This design comes from an exercise in tuning for small area on the open sky130 flow, not from production work. Function was checked by simulation only, so behaviour that the tests miss may differ from the original. Power figures rest on the tool's default switching activity, not on a simulated workload.

==> inputs of run a <==
Design alu_exec_top, start of the top module:
module alu_exec_top (
    input  logic        clk,
    input  logic        rst,             
    input  logic [31:0] immediate,
    input  logic [31:0] operandA,
    input  logic [31:0] operandB,
    input  logic [1:0]  sourceSelect,
    input  logic [1:0]  aluControl,
    output logic [31:0] result,
    output logic [1:0]  compareResult,
    output logic        overflow
);
logic [31:0] imm_q, opa_q, opb_q;
logic [1:0]  sel_q, ctl_q;
logic [31:0] selA, selB;
logic [31:0] alu_result;
logic [1:0]  alu_compare;
logic        alu_overflow;
always_ff @(posedge clk) begin
    if (rst) begin
        imm_q <= 32'h0;
        opa_q <= 32'h0;
        opb_q <= 32'h0;
        sel_q <= 2'b00;
        ctl_q <= 2'b00;
    end else begin
        imm_q <= immediate;
        opa_q <= operandA;
        opb_q <= operandB;
        sel_q <= sourceSelect;
        ctl_q <= aluControl;
    end
end
ALUSourceSelect aluss (
    .immediate(imm_q),
    .operandA(opa_q),
    .operandB(opb_q),
    .sourceSelect(sel_q),
    .resultA(selA),
    .resultB(selB)
);
ALU alu (
    .operandA(selA),
    .operandB(selB),
    .aluControl(ctl_q),
    .result(alu_result),
    .compareResult(alu_compare),
    .overflow(alu_overflow)
);
always_ff @(posedge clk) begin
    if (rst) begin
        result        <= 32'h0;
        overflow      <= 1'b0;
        compareResult <= 2'b00;
    end else if (ctl_q == 2'b10) begin
        compareResult <= alu_compare;
    end else begin
        result        <= alu_result;
        overflow      <= alu_overflow;
    end
end
endmodule
export LEC_CHECK = 0
export CAP_MARGIN = 10
export CORE_MARGIN = 2
export CORE_UTILIZATION = 80
export CTS_BUF_LIST = sky130_fd_sc_hd__clkbuf_8
export SLEW_MARGIN = 10
create_clock -name core_clock -period 9.0 [get_ports {clk}]
standard.sh (not shown) runs the stock make flow with config.mk's settings and CLKGATE_MAP_FILE= SYNTH_SCRIPT=/design/flow/synth_recipe.tcl, a recipe that flattens the netlist after the stock synthesis.
==> flow/flow/run.sh <==
#!/bin/bash
# Own layout flow: the standard ORFS flow (standard.sh) with these changes:
#  - Yosys's synth runs without its quick "abc -fast" pre-mapping (SYNTH_ARGS=-noabc),
#    so the full adders that extract_fa finds keep the polarity the RTL gives them and
#    need no inverters between them;
#  - the final ABC mapping uses flow/abc_area_nf.script (one area-recovering &nf
#    mapping pass) instead of ORFS's abc_speed.script; flow/synth_abc.tcl is
#    synth_recipe.tcl with that one substitution;
#  - ports are buffered with sky130_fd_sc_hd__buf_1 instead of the delay buffer
#    buffer_ports picks by default.
# Each step's full output goes to a log file in the folder this runs in.
set -euo pipefail
W=$PWD
bash standard.sh SYNTH_ARGS=-noabc SYNTH_SCRIPT=$W/flow/synth_abc.tcl \
  ABC_SCRIPT_OVERRIDE=$W/flow/abc_area_nf.script \
  "BUFFER_PORTS_ARGS=-buffer_cell sky130_fd_sc_hd__buf_1" finish > flow_make.log 2>&1
==> flow/flow/abc_area_nf.script <==
&get -n
&st
&dch
&nf -p -R 1000
&put
buffer -c
topo
stime -c
upsize -c
dnsize -c
==> flow/flow/synth_abc.tcl <==
# The standard synthesis script (synth_recipe.tcl), with the final ABC mapping
# run with the script named by ABC_SCRIPT_OVERRIDE instead of ORFS's abc_speed.script.
proc synth {args} { yosys synth -nofsm -noshare {*}$args }
proc abc {args} {
  set i [lsearch -exact $args -script]
  if { $i >= 0 && [info exists ::env(ABC_SCRIPT_OVERRIDE)] } {
    lset args [expr { $i + 1 }] $::env(ABC_SCRIPT_OVERRIDE)
  }
  yosys abc {*}$args
}
source $::env(SCRIPTS_DIR)/synth.tcl
# left out here: clear keep_hierarchy, flatten, clean up, hide names made inside functions, write 1_2_yosys.v
==> run b: changes against run a <==
--- a/flow/flow/run.sh
+++ b/flow/flow/run.sh
@@ -8,2 +8,4 @@
 #    synth_recipe.tcl with that one substitution;
+#  - after global routing, ORFS's power recovery (RECOVER_POWER=100) downsizes gates
+#    on paths with positive slack;
 #  - ports are buffered with sky130_fd_sc_hd__buf_1 instead of the delay buffer
@@ -15,2 +17,2 @@
   ABC_SCRIPT_OVERRIDE=$W/flow/abc_area_nf.script \
-  "BUFFER_PORTS_ARGS=-buffer_cell sky130_fd_sc_hd__buf_1" finish > flow_make.log 2>&1
+  "BUFFER_PORTS_ARGS=-buffer_cell sky130_fd_sc_hd__buf_1" RECOVER_POWER=100 finish > flow_make.log 2>&1
--- a/flow/config.mk
+++ b/flow/config.mk
@@ -9,4 +9,4 @@
 export CORE_MARGIN = 2
-export CORE_UTILIZATION = 80
-export CTS_BUF_LIST = sky130_fd_sc_hd__clkbuf_8
+export CORE_UTILIZATION = 60
+export CTS_BUF_LIST = sky130_fd_sc_hd__clkbuf_8 sky130_fd_sc_hd__clkbuf_16
 export SLEW_MARGIN = 10
==> run c: changes against run a <==
--- a/flow/config.mk
+++ b/flow/config.mk
@@ -9,4 +9,4 @@
 export CORE_MARGIN = 2
-export CORE_UTILIZATION = 80
-export CTS_BUF_LIST = sky130_fd_sc_hd__clkbuf_8
+export CORE_UTILIZATION = 60
+export CTS_BUF_LIST = sky130_fd_sc_hd__clkbuf_8 sky130_fd_sc_hd__clkbuf_16
 export SLEW_MARGIN = 10
==> comparison table <==
Outcome: run b failed layout checks; run c no timing/DRC/antenna violations; run a no timing/DRC/antenna violations
Reasons for failing layout checks: run b max-capacitance violations, max-slew violations; run c -; run a -
Number of pins exceeding their max-slew limit in the final report: run b 49; run c 0; run a 0
Layout Area Growth over Synthesis: run b 9.009%; run c 9.089%; run a 7.089%
GR Util met3: run b 0.07032; run c 0.07032; run a 0.2103
Clock group share of total power: run b 0.249; run c 0.248; run a 0.192
Critical path depth: run b 25; run c 26; run a 26
Final HPWL from detailed placement: run b 36590 um; run c 36590 um; run a 36800 um
End point of the most critical hold path: run b compareResult[1]$_SDFFE_PP0N_; run c compareResult[1]$_SDFFE_PP0N_; run a result[12]$_SDFFE_PP0P_
Cell Int Power: run b 1.617 mW; run c 1.621 mW; run a 1.484 mW
Global-route wire length before repair: run b 72280 um; run c 72280 um; run a 80080 um
Layout clock buffers: run b 18; run c 18; run a 17
R2r setup slk: run b 0.57 ns; run c 0.60 ns; run a 0.22 ns
Clock root buffer: run b clkbuf_16; run c clkbuf_16; run a clkbuf_8
Number of global-route vias before repair: run b 12221; run c 12221; run a 14064
Wire per inst: run b 24.31 um; run c 24.35 um; run a 28.08 um
Highest net fanout along the worst path: run b 13; run c 13; run a 25
Share of power burned in combinational logic: run b 0.495; run c 0.496; run a 0.543
Minimum setup slack in the final design: run b 0.5657 ns; run c 0.6013 ns; run a 0.2219 ns
Global-route usage over all layers: run b 0.3583; run c 0.3583; run a 0.5242
Wire length on met3: run b 4458 um; run c 4376 um; run a 7850 um
Total number of vias: run b 12174; run c 12190; run a 13690
Clock Power: run b 698 uW; run c 698 uW; run a 530 uW
Highest ir drop seen on vdd: run b 0.0001741 V; run c 0.0001740 V; run a 0.0002175 V
Pin count of the biggest net entering global routing: run b 89; run c 89; run a 94
Number of fill cells in the layout: run b 2097; run c 2094; run a 912
Worst-case headroom to the max-slew limit: run b -0.1555; run c 0.2728; run a 0.2682
Worst slack on hold paths: run b 0.4763 ns; run c 0.4761 ns; run a 0.5027 ns

[port drivers added, routing unchanged]
The flow's constraints put no driver on any port. The routed layouts listed below were extracted and timed again, unchanged, in two steps. Step 1, drivers: a clkbuf_16 drives clk and a buf_2 each remaining input, both assumed. Step 2 adds t to the input delays and takes it off the output delays; t is the mean of the earliest and latest rising clock arrival at the registers after step 1. Input paths then give back, and output paths get back, about the clock's delay inside the block. a / b / c = ideal / step 1 / step 2; a / b = the first two.
run	shift t [ns]	setup WS [ns]	latest minus earliest clock arrival (ns)	slew at the worst register clock pin (ns)	pins driven straight from the clock port
run a	0.516	0.222 / 0.222 / 0.222	0.020 / 0.021	0.10 / 0.10	1
run b	0.477	0.566 / 0.566 / 0.566	0.020 / 0.020	0.08 / 0.08	1
run c	0.477	0.601 / 0.601 / 0.601	0.020 / 0.020	0.08 / 0.08	1
